Context: an optimization exercise on an open-source flow, tuned for small area, a short achievable clock period and few clock cycles. The choices shown serve that exercise and are no tape-out recipe.
For this run, only the layout was checked, not whether the RTL still works.
Power is estimated from default activity; no workload was simulated.

===== flow/design.v =====
typedef logic [127:0] rvga_cacheline;
typedef logic [31:0] rvga_word;
typedef logic [15:0] rvga_short;
typedef logic [7:0] rvga_byte;
typedef logic [4:0] rvga_reg;
typedef logic unsigned [6:0] rvga_funct7;
typedef logic unsigned [2:0] rvga_funct3;
typedef logic unsigned [3:0] rvga_wmask;
typedef logic unsigned [6:0] rvga_opcode;
typedef enum logic[6:0] {
    e_rvga_opcode_err     = 7'b0000000
    , e_rvga_opcode_lui   = 7'b0110111
    , e_rvga_opcode_auipc = 7'b0010111
    , e_rvga_opcode_jal   = 7'b1101111
    , e_rvga_opcode_jalr  = 7'b1100111
    , e_rvga_opcode_br    = 7'b1100011
    , e_rvga_opcode_ld    = 7'b0000011
    , e_rvga_opcode_st    = 7'b0100011
    , e_rvga_opcode_imm   = 7'b0010011
    , e_rvga_opcode_reg   = 7'b0110011
    , e_rvga_opcode_fence = 7'b0001111
    , e_rvga_opcode_misc  = 7'b1110011
} rvga_opcode_e;
typedef logic[2:0] rvga_inst_type;
typedef enum logic[2:0] {
    e_rvga_inst_type_e = 3'b000
    , e_rvga_inst_type_r = 3'b001
    , e_rvga_inst_type_i = 3'b010
    , e_rvga_inst_type_s = 3'b011
    , e_rvga_inst_type_b = 3'b100
    , e_rvga_inst_type_u = 3'b101
    , e_rvga_inst_type_j = 3'b110
} rvga_inst_type_e;
typedef logic[2:0] rvga_artop;
typedef enum logic[2:0] {
    e_rvga_artop_addsub  = 3'b000
    , e_rvga_artop_sll   = 3'b001 
    , e_rvga_artop_slt   = 3'b010
    , e_rvga_artop_sltu  = 3'b011
    , e_rvga_artop_xor   = 3'b100
    , e_rvga_artop_srx   = 3'b101
    , e_rvga_artop_or    = 3'b110
    , e_rvga_artop_and   = 3'b111
} rvga_artop_e;
typedef logic[2:0] rvga_brop;
typedef enum logic[2:0] {
    e_rvga_brop_beq    = 3'b000
    , e_rvga_brop_bne  = 3'b001
    , e_rvga_brop_blt  = 3'b100
    , e_rvga_brop_bge  = 3'b101
    , e_rvga_brop_bltu = 3'b110
    , e_rvga_brop_bgeu = 3'b111
} rvga_brop_e;
typedef logic[2:0] rvga_ldop;
typedef enum logic[2:0] {
    e_rvga_ldop_lb    = 3'b000
    , e_rvga_ldop_lh  = 3'b001
    , e_rvga_ldop_lw  = 3'b010
    , e_rvga_ldop_lbu = 3'b100
    , e_rvga_ldop_lhu = 3'b101
} rvga_ldop_e;
typedef logic[2:0] rvga_strop;
typedef enum logic[2:0] {
    e_rvga_strop_sb   = 3'b000
    , e_rvga_strop_sh = 3'b001
    , e_rvga_strop_sw = 3'b010
} rvga_strop_e;
typedef struct packed {
  rvga_word pc;
  rvga_opcode opcode;
  rvga_inst_type inst_type;
  rvga_reg rs1;
  rvga_reg rs2;
  rvga_reg rd;
  rvga_funct3 funct3;
  rvga_funct7 funct7;
  logic v;
  logic br_v;
  logic rd_w_v;
  logic imm_v;
  logic dmem_r_v;
  logic dmem_w_v;
  logic addpc_v;
  logic jmp_v;
  logic shift_v;
} rvga_cword;
typedef struct packed {
  rvga_word imm_data;
  rvga_word rs1_data;
  rvga_word rs2_data;
  rvga_word alu_result;
  rvga_word ld_result;
} rvga_dword;
module rvga_top #()
(
    input logic clk_i
    , input logic rst_i
    , output rvga_word imem_addr_o
    , input rvga_word imem_data_i
    , input logic imem_resp_v_i
    , output logic dmem_r_v_o
    , output logic dmem_w_v_o
    , output rvga_word dmem_addr_o
    , input rvga_word dmem_data_i
    , output rvga_word dmem_data_o
    , output rvga_wmask dmem_wmask_o
    , input logic dmem_resp_v_i
);
logic [31:2] pc_r;       
logic        e_v;        
rvga_word    e_a;        
rvga_word    e_b;        
rvga_word    e_imm;      
rvga_reg     e_rd;
logic [2:0]  e_f3;
logic        e_we;       
logic        e_ld, e_st, e_br, e_jal, e_jalr;
logic        e_uns;      
logic        e_sub;
logic        e_sra;
logic        r_add, r_lt, r_xor, r_or, r_and, r_sr, r_sl, r_pc4, r_tgt, r_lui, r_ld;
logic [31:0][31:0] rfv;   
logic [31:1]       rf_wen;
rvga_word          rf_wdata;
rvga_word          res;
logic              stall;
assign rfv[0] = '0;
for (genvar i = 1; i < 32; i++) begin : g_rf
  logic [31:0] q;
  always_ff @(posedge clk_i) begin
    if (rf_wen[i]) q <= rf_wdata;
  end
  assign rfv[i] = q;
end
always_comb begin
  for (int i = 1; i < 32; i++) begin
    rf_wen[i] = rst_i || (e_we && !stall && (e_rd == 5'(i)));
  end
  rf_wdata = rst_i ? '0 : res;
end
function automatic rvga_word rf_read(input logic [4:0] s, input logic [31:0][31:0] v);
  logic [15:0][31:0] l1;
  logic [7:0][31:0]  l2;
  logic [3:0][31:0]  l3;
  logic [1:0][31:0]  l4;
  for (int j = 0; j < 16; j++) l1[j] = s[0] ? v[2*j+1] : v[2*j];
  for (int j = 0; j < 8; j++)  l2[j] = s[1] ? l1[2*j+1] : l1[2*j];
  for (int j = 0; j < 4; j++)  l3[j] = s[2] ? l2[2*j+1] : l2[2*j];
  for (int j = 0; j < 2; j++)  l4[j] = s[3] ? l3[2*j+1] : l3[2*j];
  rf_read = s[4] ? l4[1] : l4[0];
endfunction
rvga_word ins;
logic [4:0] op;
logic f_lui, f_auipc, f_jal, f_jalr, f_br, f_ld, f_st, f_opi, f_op;
logic [4:0] f_rs1, f_rs2, f_rd;
logic [2:0] f3;
rvga_word imm_i, imm_s, imm_b, imm_u, imm_j, f_imm, f_bimm;
rvga_word rs1_rf, rs2_rf, rs1_v, rs2_v, f_b;
logic fwd1, fwd2, f_b_imm;
logic f_alu;
always_comb begin
  ins = imem_data_i;
  op = ins[6:2];
  f_lui   = (op == 5'b01101);
  f_auipc = (op == 5'b00101);
  f_jal   = (op == 5'b11011);
  f_jalr  = (op == 5'b11001);
  f_br    = (op == 5'b11000);
  f_ld    = (op == 5'b00000);
  f_st    = (op == 5'b01000);
  f_opi   = (op == 5'b00100);
  f_op    = (op == 5'b01100);
  f_alu   = f_opi || f_op;
  f_rs1 = ins[19:15];
  f_rs2 = ins[24:20];
  f_rd  = ins[11:7];
  f3    = ins[14:12];
  imm_i = {{20{ins[31]}}, ins[31:20]};
  imm_s = {{20{ins[31]}}, ins[31:25], ins[11:7]};
  imm_b = {{19{ins[31]}}, ins[31], ins[7], ins[30:25], ins[11:8], 1'b0};
  imm_u = {ins[31:12], 12'b0};
  imm_j = {{11{ins[31]}}, ins[31], ins[19:12], ins[20], ins[30:21], 1'b0};
  if (f_st)                f_imm = imm_s;
  else if (f_br)           f_imm = imm_b;
  else if (f_jal)          f_imm = imm_j;
  else if (f_lui || f_auipc) f_imm = imm_u;
  else                     f_imm = imm_i;
  f_bimm = f_lui ? imm_u : imm_i;
  f_b_imm = f_opi || f_lui;
  rs1_rf = rf_read(f_rs1, rfv);
  rs2_rf = rf_read(f_rs2, rfv);
  fwd1 = e_we && (e_rd == f_rs1);
  fwd2 = e_we && (e_rd == f_rs2);
  rs1_v = fwd1 ? res : rs1_rf;
  rs2_v = fwd2 ? res : rs2_rf;
  f_b = (!f_b_imm && !fwd2) ? rs2_rf : (f_b_imm ? f_bimm : res);
end
logic [32:0] sum33;
rvga_word    bx, sum, addr, sr, sl, ld;
logic [31:2] tgt, seq, npc;
logic        eq, ltu, lts, lt, cond, redirect;
logic        fill, sgn;
function automatic rvga_word rev32(input rvga_word x);
  for (int k = 0; k < 32; k++) rev32[k] = x[31-k];
endfunction
always_comb begin
  bx    = e_b ^ {32{e_sub}};
  sum33 = {1'b0, e_a} + {1'b0, bx} + {32'b0, e_sub};
  sum   = sum33[31:0];
  ltu   = !sum33[32];
  lts   = (e_a[31] ^ e_b[31]) ? e_a[31] : ltu;
  lt    = e_uns ? ltu : lts;
  eq    = (e_a == e_b);
  fill = e_sra && e_a[31];
  sr   = 32'($signed({fill, r_sl ? rev32(e_a) : e_a}) >>> e_b[4:0]);
  sl   = rev32(sr);
  sgn = !e_f3[2] && (e_f3[0] ? dmem_data_i[15] : dmem_data_i[7]);
  ld[7:0]   = dmem_data_i[7:0];
  ld[15:8]  = (e_f3[1:0] == 2'b00) ? {8{sgn}} : dmem_data_i[15:8];
  ld[31:16] = e_f3[1] ? dmem_data_i[31:16] : {16{sgn}};
  addr = e_a + e_imm;
  tgt  = pc_r + e_imm[31:2];
  seq  = pc_r + {29'b0, e_v};
  res = ({32{r_add}} & sum)
      | ({32{r_lt}}  & {31'b0, lt})
      | ({32{r_xor}} & (e_a ^ e_b))
      | ({32{r_or}}  & (e_a | e_b))
      | ({32{r_and}} & (e_a & e_b))
      | ({32{r_sr}}  & sr)
      | ({32{r_sl}}  & sl)
      | ({32{r_pc4}} & {seq, 2'b00})
      | ({32{r_tgt}} & {tgt, 2'b00})
      | ({32{r_lui}} & e_b)
      | ({32{r_ld}}  & ld);
  cond = (e_f3[2] ? lt : eq) ^ e_f3[0];
  redirect = e_jal || (e_br && cond);
  if (e_jalr)        npc = addr[31:2];
  else if (redirect) npc = tgt;
  else               npc = seq;
  stall = e_ld && !dmem_resp_v_i;
  imem_addr_o  = {npc, 2'b00};
  dmem_r_v_o   = e_ld;
  dmem_w_v_o   = e_st;
  dmem_addr_o  = addr;
  dmem_data_o  = e_b;
  dmem_wmask_o = {e_f3[1], e_f3[1], e_f3[1] | e_f3[0], 1'b1};
end
logic go;   
assign go = imem_resp_v_i;
always_ff @(posedge clk_i) begin
  if (rst_i) begin
    pc_r <= '0;
  end else if (!stall) begin
    pc_r <= npc;
  end
end
always_ff @(posedge clk_i) begin
  if (rst_i) begin
    e_v <= 1'b0; e_we <= 1'b0; e_ld <= 1'b0; e_st <= 1'b0; e_br <= 1'b0;
    e_jal <= 1'b0; e_jalr <= 1'b0;
  end else if (!stall) begin
    e_v    <= go;
    e_we   <= go && (f_rd != 5'd0) && (f_alu || f_lui || f_auipc || f_jal || f_jalr || f_ld);
    e_ld   <= go && f_ld;
    e_st   <= go && f_st;
    e_br   <= go && f_br;
    e_jal  <= go && f_jal;
    e_jalr <= go && f_jalr;
  end
end
always_ff @(posedge clk_i) begin
  if (!stall) begin
    e_a   <= rs1_v;
    e_b   <= f_b;
    e_imm <= f_imm;
    e_rd  <= f_rd;
    e_f3  <= f3;
    e_uns <= f_br ? f3[1] : f3[0];
    e_sub <= f_br || (f_alu && (f3[2:1] == 2'b01)) || (f_op && (f3 == 3'b000) && ins[30]);
    e_sra <= ins[30];
    r_add  <= f_alu && (f3 == 3'b000);
    r_lt   <= f_alu && (f3[2:1] == 2'b01);
    r_xor  <= f_alu && (f3 == 3'b100);
    r_or   <= f_alu && (f3 == 3'b110);
    r_and  <= f_alu && (f3 == 3'b111);
    r_sr   <= f_alu && (f3 == 3'b101);
    r_sl   <= f_alu && (f3 == 3'b001);
    r_pc4  <= f_jal || f_jalr;
    r_tgt  <= f_auipc;
    r_lui  <= f_lui;
    r_ld   <= f_ld;
  end
end
endmodule

===== flow/run.sh =====
#!/bin/bash
# synth_recipe.tcl (not shown) runs the flow's synth.tcl, then flattens the netlist and writes it again
# the make line also repeats each setting of config.mk as NAME=value (left out here)
make -C /OpenROAD-flow-scripts/flow DESIGN_CONFIG=/design/flow/config.mk WORK_HOME=/design/flow/orfs CLKGATE_MAP_FILE= SYNTH_SCRIPT=/design/flow/synth_recipe.tcl finish

===== flow/config.mk =====
export PLATFORM = sky130hd
export DESIGN_NAME = rvga_top
export DESIGN_NICKNAME = rvga_top
export VERILOG_FILES = /design/flow/design.v
export SDC_FILE = /design/flow/constraint.sdc
export NUM_CORES = 4
export LEC_CHECK = 0
export ABC_CLOCK_PERIOD_IN_PS = 4000
export CAP_MARGIN = 20
export CORE_MARGIN = 2
export CORE_UTILIZATION = 50
export SETUP_SLACK_MARGIN = 5
export SLEW_MARGIN = 20

===== flow/constraint.sdc =====
create_clock -name core_clock -period 9.0 [get_ports {clk_i}]
set_input_delay 1.8000 -clock core_clock [delete_from_list [all_inputs] [get_ports {clk_i}]]
set_output_delay 1.8000 -clock core_clock [all_outputs]
set_load 0.01 [all_outputs]

==> notes.md <==
f_max=148 MHz; Req. time, crit path=7.20 ns; clock root buffer=clkbuf_16; fillcell total=9627; number of CTS-inserted buffers=120; H-tree depth=3; Sink Count=1147; global route overflow=0; final WL=234000 µm; share of the synthesized area in the top cell type=0.516; crit path buf inv count=6; vias in the first global route=43300; crit path capture type=output port; cell taking the most area after synthesis=edfxtp_1; I/O pin total=170; CP max-delay cell=edfxtp_1; Crit Path Category=reg2out; status=no timing/DRC/antenna violations; adder-cell share of the synthesized area=0.0316; fraction of synthesized area in multiplexers=0.249; reg2reg setup slack=4.38 ns; vias=44800; Slew Limit Fails=0; # setup viols final=0; clk slew on worst S/H paths=0.06 ns; Die Y=363 µm; Post-Syn Instances=4318; drt via density=6.90; Compound-Gate Fraction of Synth Area=0.0870; critical path's top delay family=compound AO/OA/AOI/OAI gates; hold buffers post-CTS=0; Site Rows=131; register area=0.0341 mm²; detailed-route DRC error count=0; YS warnings=1; worst-path maximum fanout=7; slowest stage delay, CP=0.55 ns; Tot GR Track Use=0.350; Core ar.=0.128 mm²; Area contributors post-synth=edfxtp_1 (52%), mux4_2 (21%), ha_1 (3.1%); RSZ-0062 raised after global routing=yes; PD cells=202 mW/mm²; main combinational cell family by area after synthesis=multiplexers; CTS tree=done; critical-path cell list=buf_6 -> xor2_1 -> ha_4 -> nand2_1 -> o2111ai_2 -> a41oi_2 -> a211o_4 -> a211oi_4 -> o22ai_4 -> a221oi_4 -> buf_12 -> buf_12 -> nor2_4 -> buf_12 -> buf_12 -> mux2i_4 -> nand2_2 -> buf_2; Tcrit/Tclk final=0.751; Placer Congestion=1.02; initial DRC count=5896; register area share after synthesis=0.528; peak supply drop=0.208 mV; post-synthesis cell area=0.0646 mm²; starting density of the core=0.505; Routed Antenna Nets=0; Final #Nets=4960; EDFF count, synth=1110; Setup crit start kind=register; Area growth syn-to-layout=20.7%; max_cap viols=0; P_leak=28.5 nW; first-pass GRT wire length=324000 µm; minimum clock period=6.76 ns; Post-synth ARST share=0; post-DP HPWL=139000 µm; Hold/Removal Path Class=reg2reg; die area=0.132 mm²; synth unique cells=103; multi-input logic area=0.0314 mm²; largest net degree at the start of global routing=123; WL/cell=36.1 µm; Post-synth top cells=edfxtp_1 (1110), mux4_2 (610), a21oi_1 (285); WP data arrival=4.96 ns; Die Wd=363 µm; Hold Fails Final Rpt=0; post-layout instance count excluding filler cells=6490; Slew @ Worst Pin=1.35 ns; total power=15.8 mW; simple logic cell fraction of the synthesized area=0.0550; maximum clock insertion buffer count=3; dpl cells=5939; Setup Total Neg Slack=0 ns; Synth Register Bits=1147; Port-buffer cells=164; first drt pass iteration count=6; Skew-Pair Late Insertion Delay=0.79 ns; Critical Path Most Common Cell=buf_12; Syn Area/Cell=14.9 µm²; ys flop type=edfxtp_1; clk_skew=0.0880 ns; layout cells sized above 1=0.358; Rel. slew slack=0.101; hold_ws=0.453 ns; initial antenna violation count=10; most common cell in the netlist=edfxtp_1; Post-Synth XOR/XNOR Area=0.0194; final core utilization=0.609
-- routing by layer --
layer / GRT usage / wire, µm / vias up
met5: 0 / 68 / -
met4: 0.155 / 12100 / 10
met3: 0.0672 / 23600 / 519
met2: 0.544 / 109000 / 2668
met1: 0.482 / 89900 / 23100
li1: - / - / 18500
-- worst paths after layout --
| path | end | cells past startpoint | from |
|---|---|---|---|
| max | imem_addr_o[5] | 18 | e_sub |
| min | e_st | 2 | e_st |
| max reg2reg | e_b[29] | 20 | e_sub |
| min reg2reg | e_st | 2 | e_st |
-- kinds of logic (layout without fill, tap and decap cells) --
family | count (synthesis) | count (layout)
flip-flops | 1147 | 1147
AO/OA/AOI/OAI | 847 | 847
multiplexers | 813 | 813
AND/OR/NAND/NOR | 771 | 797
buffers and inverters | 434 | 913
adder cells (fa/ha/maj) | 161 | 161
XOR/XNOR | 143 | 143
other | 2 | 7
-- power by group --
group | total (mW) | switching (mW) | internal (mW) | leakage, nW
sequential | 6.56 | 0.282 | 6.27 | 11.8
clock | 4.91 | 2.16 | 2.75 | 1.86
combinational | 4.29 | 2.38 | 1.91 | 14.8
-- repair_timing --
action / CTS / global route
cloned: 30 / 21
setup endpoints to repair: 1449 / 1215
resized for setup: 585 / 274
pin swaps: 146 / 109
buffers inserted: 191 / 89
-- layout make-up --
cell class,instances,share of cell area
antenna,4,0.000129
inverter,120,0.00599
tap,1662,0.0267
clock buffer,142,0.0396
multi-input combinational,2764,0.403
clock inverter,73,0.00946
timing repair buffer,578,0.0780
sequential,1147,0.438
-- placed cells by master, fill, tap and decap left out, types with 22 or more instances in the layout --
master              n
clkbuf_1           22
nand2_1           265
buf_12             52
mux4_2            613
ha_1              139
buf_2              40
nand4_1            23
inv_1             107
edfxtp_1         1110
buf_6             127
nor3_1             44
clkdlybuf4s50_1    89
nor2_4             35
a21o_1             43
nor2_1            185
a21oi_2            26
xnor2_1            43
o21ai_0           106
clkbuf_16         125
nand3_1            41
clkinv_1           31
buf_4             230
clkinv_2           22
a22oi_1            30
dfxtp_1            35
o21ai_1            28
mux2i_1           114
o211ai_1           24
a21oi_1           253
o21a_1             25
xor2_1             68
mux2_2             52
-- through the flow --
| stage | worst slack, ns | instance area (µm²) |
|---|---|---|
| after floorplan | 3.62 | 65300 |
| after global placement | 1.79 | 68300 |
| after detailed placement | 1.77 | 68300 |
| after CTS | 2.28 | 75700 |
| after global routing | 2.19 | 77900 |
| final | 2.24 | 77900 |
-- worst register-to-register path, cell delays in order, from the launching register on --
cell and delay (ns):
edfxtp_1 0.55, buf_6 0.20, buf_4 0.15, xor2_1 0.14, ha_1 0.33, buf_4 0.11, buf_4 0.10, buf_6 0.10
a21o_1 0.13, a211oi_2 0.08, a32o_2 0.28, o211ai_4 0.22, a21boi_4 0.13, buf_6 0.16, buf_4 0.12, o311a_4 0.33
or3b_4 0.39, a311oi_4 0.30, buf_6 0.21, o21ai_2 0.06, a22o_1 0.19
-- flip-flops by register name, summed over array words and instances, names as in the netlist, 3 cells and up --
| register | count |
|---|---|
| e_rd | 5 |
| e_f3 | 3 |
| e_imm | 32 |
| g_rf.q | 992 |
| e_b | 32 |
| pc_r | 30 |
| e_a | 32 |

==> port drivers added, routing unchanged <==
In the flow no input, the clock included, has a driving cell. The finished layout below was timed again as built, in two steps. Step 1 (the two cells are an assumption about what drives the block):
set clk [get_ports {clk_i}]
set_driving_cell -lib_cell sky130_fd_sc_hd__clkbuf_16 $clk
set_driving_cell -lib_cell sky130_fd_sc_hd__buf_2 [delete_from_list [all_inputs] $clk]
Step 2 moves the port delays by t, midway between the first and last clock arrival at a register: inputs arrive t later, outputs are due t later. That takes back most of the time a late clock gives input paths. a / b / c = ideal / step 1 / step 2; a / b = the first two.
shift t [ns]: 0.818
slack for setup (ns): 2.243 / 2.172 / 2.990
worst hold slack (ns): 0.453 / 0.453 / 0.453
worst slew at a driven data input, ns: 0.20
cell pins on the clock port's net: 1
After both steps setup and hold are still met in this run. The setup slack of this run moves by -0.071 ns with the drivers and by +0.747 ns with both steps.
